Source: an optimization exercise on an open RTL-to-GDS flow (aim: small area, a short achievable clock period and few clock cycles per item). Production flows keep margins and buffers that such runs may drop.
Function was checked by simulation only, so behaviour that the tests miss may differ from the original.

Setup of build 87:
==> flow/design.v (excerpt) <==
module top ( x0_node0, x1_node0, x2_node0, x3_node0,
x0_node1, x1_node1, x2_node1, x3_node1,
x0_node2, x1_node2, x2_node2, x3_node2,
x0_node3, x1_node3, x2_node3, x3_node3,
w04, w14, w24, w34,
w05, w15, w25, w35,
w06, w16, w26, w36,
w07, w17, w27, w37,
w48, w58, w68, w78,
w49, w59, w69, w79,
out0_node0, out1_node0,
out0_node1, out1_node1,
out0_node2, out1_node2,
out0_node3, out1_node3,
in_ready,
out10_ready_node0, out11_ready_node0,
out10_ready_node1, out11_ready_node1,
out10_ready_node2, out11_ready_node2,
out10_ready_node3, out11_ready_node3,
clk);
export LEC_CHECK = 0
export CAP_MARGIN = 20
export CORE_MARGIN = 2
export CORE_UTILIZATION = 45
export PLACE_DENSITY = 0.6
export SETUP_SLACK_MARGIN = 3.5
export SLEW_MARGIN = 20
export SYNTH_HIERARCHICAL = 1
export SYNTH_MINIMUM_KEEP_SIZE = 0
create_clock -name core_clock -period 15.0 [get_ports {clk}]
standard.sh (not shown) runs the stock make flow with config.mk's settings and CLKGATE_MAP_FILE= SYNTH_SCRIPT=/design/flow/synth_recipe.tcl, a recipe that flattens the netlist after the stock synthesis.
==> flow/flow/run.sh <==
#!/bin/bash
# The standard layout (the standard.sh, standard synthesis unchanged), with the port
# buffers that placement inserts made plain buf_4 cells instead of the default
# delay buffer (clkdlybuf4s50_1). Every port still gets its own buffer.
set -euo pipefail
bash standard.sh 'BUFFER_PORTS_ARGS=-buffer_cell sky130_fd_sc_hd__buf_4' finish > make_finish.log 2>&1
Testbench counts of build 87, summed over its fixed seeds: cycles 4,800, items 4,800.
For build 22, these inputs were changed with respect to build 87:
==> flow/run.sh (new file) <==
#!/bin/bash
# synth_recipe.tcl (not shown) runs the flow's synth.tcl, then flattens the netlist and writes it again
# the make line also repeats each setting of config.mk as NAME=value (left out here)
make -C /OpenROAD-flow-scripts/flow DESIGN_CONFIG=/design/flow/config.mk WORK_HOME=/design/flow/orfs CLKGATE_MAP_FILE= SYNTH_SCRIPT=/design/flow/synth_recipe.tcl finish
diff --git a/flow/config.mk b/flow/config.mk
--- a/flow/config.mk
+++ b/flow/config.mk
@@ -11,3 +11,3 @@
 export PLACE_DENSITY = 0.6
-export SETUP_SLACK_MARGIN = 3.5
+export SETUP_SLACK_MARGIN = 2.5
 export SLEW_MARGIN = 20
removed: flow/flow/run.sh
removed: flow/standard.sh
--- outcome ---
Build 22 against build 87: number of buffers between clock root and the deepest sink neither gained nor lost much. Per the comparison of build 22 with build 87, post-layout minimum cycle time rose 0.86 ns, detailed-route wire length on metal 1 fell by 3.6%, clock buffer count dropped 2.
#### Input delta (build 5 over build 22)
diff --git a/flow/config.mk b/flow/config.mk
--- a/flow/config.mk
+++ b/flow/config.mk
@@ -11,3 +11,3 @@
 export PLACE_DENSITY = 0.6
-export SETUP_SLACK_MARGIN = 2.5
+export SETUP_SLACK_MARGIN = 4
 export SLEW_MARGIN = 20
## What came out
Build 22 finished all stages; the layout is clean.
The final layout from build 5, which completed every stage, passed the timing, DRC and antenna checks at the end of the flow.
Diff build 5..build 22 | die area | unchanged
Compared with build 22, total wire length after detailed routing in build 5 increased by more than 10%.
Per the comparison of build 5 with build 22, layout overhead on the synthesized area picked up an extra 12 points; final critical-path setup slack now larger; worst hold slack neither gained nor lost much; routed wirelength normalized by instance count higher.


== P ==
Another version of the RTL of top (not shown whole).
Size: roughly 10000 cells after synthesis, roughly 230 flip-flops, ~120000 sq um of cells after synthesis.
clock: 15.0 ns
lec_check: 0
cap_margin: 20
core_margin: 2
core_utilization: 60
place_density: 0.7
setup_slack_margin: 3.5
slew_margin: 20
synth_hierarchical: 1
synth_minimum_keep_size: 0
==> flow/flow/run.sh <==
#!/bin/bash
# The standard layout (the standard.sh, standard synthesis unchanged), with the port
# buffers that placement inserts made plain buf_4 cells instead of the default
# delay buffer (clkdlybuf4s50_1). Every port still gets its own buffer.
set -euo pipefail
bash standard.sh 'BUFFER_PORTS_ARGS=-buffer_cell sky130_fd_sc_hd__buf_4' finish > make_finish.log 2>&1
P ran to completion and came out clean on the timing, DRC and antenna checks.
Testbench counts of P, summed over its fixed seeds: cycles 4,800, items 4,800.
The following lists how Q was set up differently from P:
- swapping 0.7 for 0.6 in PLACE_DENSITY
- swapping 60 for 45 in CORE_UTILIZATION
Results
- Wire length of the first global-routing pass (Q over P): increase, 31000 microns
- Q ended with more estimated wirelength of the detail-placed design than P.
- Q vs. P: final worst-path cycle share lower, placed cell area went up by about 1%.
- The clock period minus final worst setup slack in Q sits 0.073 ns below the value recorded for P.
- As far as number of nets in the layout is concerned, Q and P perform about the same.
The following lists how R was set up differently from Q:
- a change of SETUP_SLACK_MARGIN from 3.5 to 3.75
--- outcome ---
- R ended up with sky130_fd_sc_hd__fa_2 as its slowest stage cell on the critical path; Q ended up with sky130_fd_sc_hd__fa_1.
- Final area delta (R − Q): unfavourable
- Compared with Q, in R max-slew headroom at the worst pin moved up; fraction of cell area in non-clock buffers picked up an extra 1.3 points; layout multi-input combinational cell count level.
- Compared with Q, R shows number of global-route vias before repair higher by 588.
- Sort R and Q by post-route worst setup slack asc -> top: Q
- R against Q; non-clock buffer count is up by more than 10%.
- Compared to Q, the routing of R uses more wire.
- The final standard cell utilization of the core reported for R is greater than that of Q by 0.86 points.
Input-level comparison between S and R:
- a change of SETUP_SLACK_MARGIN from 3.75 to 4.2
[summary]
- Status | R and S | clean
- Taking R as the reference, in S number of diodes picked up an extra 1; final wirelength saw an increase.
- Diff R..S | number of synthesized register bits | unchanged
- Between S and R, the flip-flop and latch count figures differ only marginally.
- On wire length of the first global-routing pass: S sits above R.
## Diff of input files: T against S
- PLACE_DENSITY changed from 0.6 to 0.75
- GPL_ROUTABILITY_DRIVEN newly set to 0
- SETUP_SLACK_MARGIN changed from 4.2 to 3.5
==> run summary <==
- No stage failed in T, and the final checks on the layout all came back clean.
- S -> T: layout sequential cell count delta 0, exact match
- Between S and T, slew at the pin closest to its max-slew limit is higher for T, S comes in under that.
- T against S; net count of the finished layout is down by a few percent.
- Slowest cell on the critical path: sky130_fd_sc_hd__fa_2 -> S, sky130_fd_sc_hd__edfxtp_1 -> T


RTL: one of the versions met above, not the one the previous note started from.
Size: ~10000 cells after synthesis, roughly 380 I/O pins, ~110000 um^2 of cells after synthesis.
// top
module top ( x0_node0, x1_node0, x2_node0, x3_node0,
x0_node1, x1_node1, x2_node1, x3_node1,
x0_node2, x1_node2, x2_node2, x3_node2,
x0_node3, x1_node3, x2_node3, x3_node3,
w04, w14, w24, w34,
w05, w15, w25, w35,
w06, w16, w26, w36,
w07, w17, w27, w37,
w48, w58, w68, w78,
w49, w59, w69, w79,
out0_node0, out1_node0,
out0_node1, out1_node1,
out0_node2, out1_node2,
out0_node3, out1_node3,
in_ready,
out10_ready_node0, out11_ready_node0,
out10_ready_node1, out11_ready_node1,
out10_ready_node2, out11_ready_node2,
out10_ready_node3, out11_ready_node3,
clk);
input signed [4:0] x0_node0, x1_node0, x2_node0, x3_node0;
input signed [4:0] x0_node1, x1_node1, x2_node1, x3_node1;
input signed [4:0] x0_node2, x1_node2, x2_node2, x3_node2;
input signed [4:0] x0_node3, x1_node3, x2_node3, x3_node3;
input signed [4:0] w04, w14, w24, w34;
input signed [4:0] w05, w15, w25, w35;
input signed [4:0] w06, w16, w26, w36;
input signed [4:0] w07, w17, w27, w37;
input signed [4:0] w48, w58, w68, w78;
input signed [4:0] w49, w59, w69, w79;
input clk;
input in_ready;
output logic signed [20:0] out0_node0, out1_node0;
output logic signed [20:0] out0_node1, out1_node1;
output logic signed [20:0] out0_node2, out1_node2;
output logic signed [20:0] out0_node3, out1_node3;
output logic out10_ready_node0, out11_ready_node0;
output logic out10_ready_node1, out11_ready_node1;
output logic out10_ready_node2, out11_ready_node2;
output logic out10_ready_node3, out11_ready_node3;
  logic rdy;
  logic [11:0] h_n0_j0;
  logic [11:0] h_n0_j1;
  logic [11:0] h_n0_j2;
  logic [11:0] h_n0_j3;
  logic [11:0] h_n1_j0;
  logic [11:0] h_n1_j1;
  logic [11:0] h_n1_j2;
  logic [11:0] h_n1_j3;
  logic [11:0] h_n2_j0;
  logic [11:0] h_n2_j1;
  logic [11:0] h_n2_j2;
  logic [11:0] h_n2_j3;
  logic [11:0] h_n3_j0;
  logic [11:0] h_n3_j1;
  logic [11:0] h_n3_j2;
  logic [11:0] h_n3_j3;
  logic [4:0] w48_r;
  logic [4:0] w49_r;
  logic [4:0] w58_r;
  logic [4:0] w59_r;
  logic [4:0] w68_r;
  logic [4:0] w69_r;
  logic [4:0] w78_r;
  logic [4:0] w79_r;
  wire _n1 = ~(x0_node0[0] & w04[0]);
  wire _n2 = ~(x0_node0[0] & w04[1]);
  wire _n3 = ~(x0_node0[0] & w04[2]);
  wire _n4 = ~(x0_node0[0] & w04[3]);
  wire _n5 = ~(x0_node0[0] & w04[4]);
  wire _n6 = x0_node0[0] & w04[4];
  wire _n7 = ~(x0_node0[1] & w04[0]);
  wire _n8 = ~(x0_node0[1] & w04[1]);
  ...
Settings: LEC_CHECK=0, CAP_MARGIN=20, CORE_MARGIN=2, CORE_UTILIZATION=60, PLACE_DENSITY=0.7, SETUP_SLACK_MARGIN=3.5, SLEW_MARGIN=20, SYNTH_HIERARCHICAL=1, SYNTH_MINIMUM_KEEP_SIZE=0; clock period 15.0 ns.
Scripts as last shown in full above: flow/flow/run.sh
The baseline produced a clean layout.
Testbench counts at the start, summed over its fixed seeds: cycles 4,800, items 4,800.
Then changed:
==> flow/run.sh (new file) <==
#!/bin/bash
# synth_recipe.tcl (not shown) runs the flow's synth.tcl, then flattens the netlist and writes it again
# the make line also repeats each setting of config.mk as NAME=value (left out here)
make -C /OpenROAD-flow-scripts/flow DESIGN_CONFIG=/design/flow/config.mk WORK_HOME=/design/flow/orfs CLKGATE_MAP_FILE= SYNTH_SCRIPT=/design/flow/synth_recipe.tcl finish
--- a/flow/config.mk
+++ b/flow/config.mk
@@ -10,3 +10,3 @@
-export CORE_UTILIZATION = 60
-export PLACE_DENSITY = 0.7
-export SETUP_SLACK_MARGIN = 3.5
+export CORE_UTILIZATION = 45
+export PLACE_DENSITY = 0.6
+export SETUP_SLACK_MARGIN = 0.5
removed: flow/flow/run.sh
removed: flow/standard.sh
Cell count went up by 3.5%.
Via count went down by 6.0%.
Worst hold slack gains 380 ps.
First-iteration DRC count went down by 16%.
Synthesized cell count does not change.
Setup slack loses 1800 ps.
Cell area went down by 4.3%.
Core utilization went down by 19 points.
Routed wire length went down by 1.1%.
Die area went up by 33%.
Then changed:
==> flow/flow/run.sh (new file) <==
#!/bin/bash
# The standard layout (the standard.sh, standard synthesis unchanged), with the port
# buffers that placement inserts made plain buf_4 cells instead of the default
# delay buffer (clkdlybuf4s50_1). Every port still gets its own buffer.
set -euo pipefail
bash standard.sh 'BUFFER_PORTS_ARGS=-buffer_cell sky130_fd_sc_hd__buf_4' finish > make_finish.log 2>&1
==> flow/standard.sh (new file) <==
#!/bin/bash
# synth_recipe.tcl (not shown) runs the flow's synth.tcl, then flattens the netlist and writes it again
# the make line also repeats each setting of config.mk as NAME=value (left out here)
make -C /OpenROAD-flow-scripts/flow DESIGN_CONFIG=/design/flow/config.mk WORK_HOME=/design/flow/orfs CLKGATE_MAP_FILE= SYNTH_SCRIPT=/design/flow/synth_recipe.tcl "${@:-finish}"
--- a/flow/config.mk
+++ b/flow/config.mk
@@ -12 +12 @@
-export SETUP_SLACK_MARGIN = 0.5
+export SETUP_SLACK_MARGIN = 2.5
removed: flow/run.sh
What happened:
- hold slack got worse by 370 ps
- count of clock-buffer cells in the layout climbs by 2
- wire length grows by 1.3%
- utilization came out lower by 0.51 points
- first-iteration DRC count falls by 1.1%

-- separate check: timing with driven ports --
The flow's constraints put no driver on any port. The routed layouts listed below were extracted and timed again, unchanged, in two steps.
Step 1 assumes that a clkbuf_16 drives the clock port and a buf_2 every other input.
Step 2 adds t to the input delays and takes it off the output delays; t is the mean of the earliest and latest rising clock arrival at the registers after step 1. Input paths then give back, and output paths get back, about the clock's delay inside the block.
Three values: ideal, step 1, step 2; two values: the first two.
| run | t (ns) | slack for setup (ns) | worst setup path at the end |
|---|---|---|---|
| build 87 | 0.718 | 3.528 / 3.453 / 3.082 | input to register |
| build 22 | 0.696 | 2.671 / 2.585 / 2.343 | input to register |
| build 5 | 0.702 | 3.575 / 3.489 / 3.420 | input to register |
| P | 0.692 | 3.582 / 3.493 / 3.286 | input to register |
| Q | 0.710 | 3.655 / 3.578 / 3.130 | input to register |
| R | 0.710 | 3.842 / 3.759 / 3.294 | input to register |
| S | 0.721 | 4.027 / 3.933 / 3.611 | input to register |
| T | 0.726 | 3.546 / 3.452 / 3.138 | input to register |
| the first run of note 3 | 0.703 | 3.507 / 3.431 / 2.988 | input to register |
| the second run of note 3 | 0.697 | 1.746 / 1.661 / 2.358 | register to output |
| the third run of note 3 | 0.698 | 2.626 / 2.551 / 3.024 | input to register |
After both steps setup and hold are still met in every run listed. For R, which loses most, drivers alone change the setup slack by -0.083 ns; drivers and shift together by -0.548 ns.
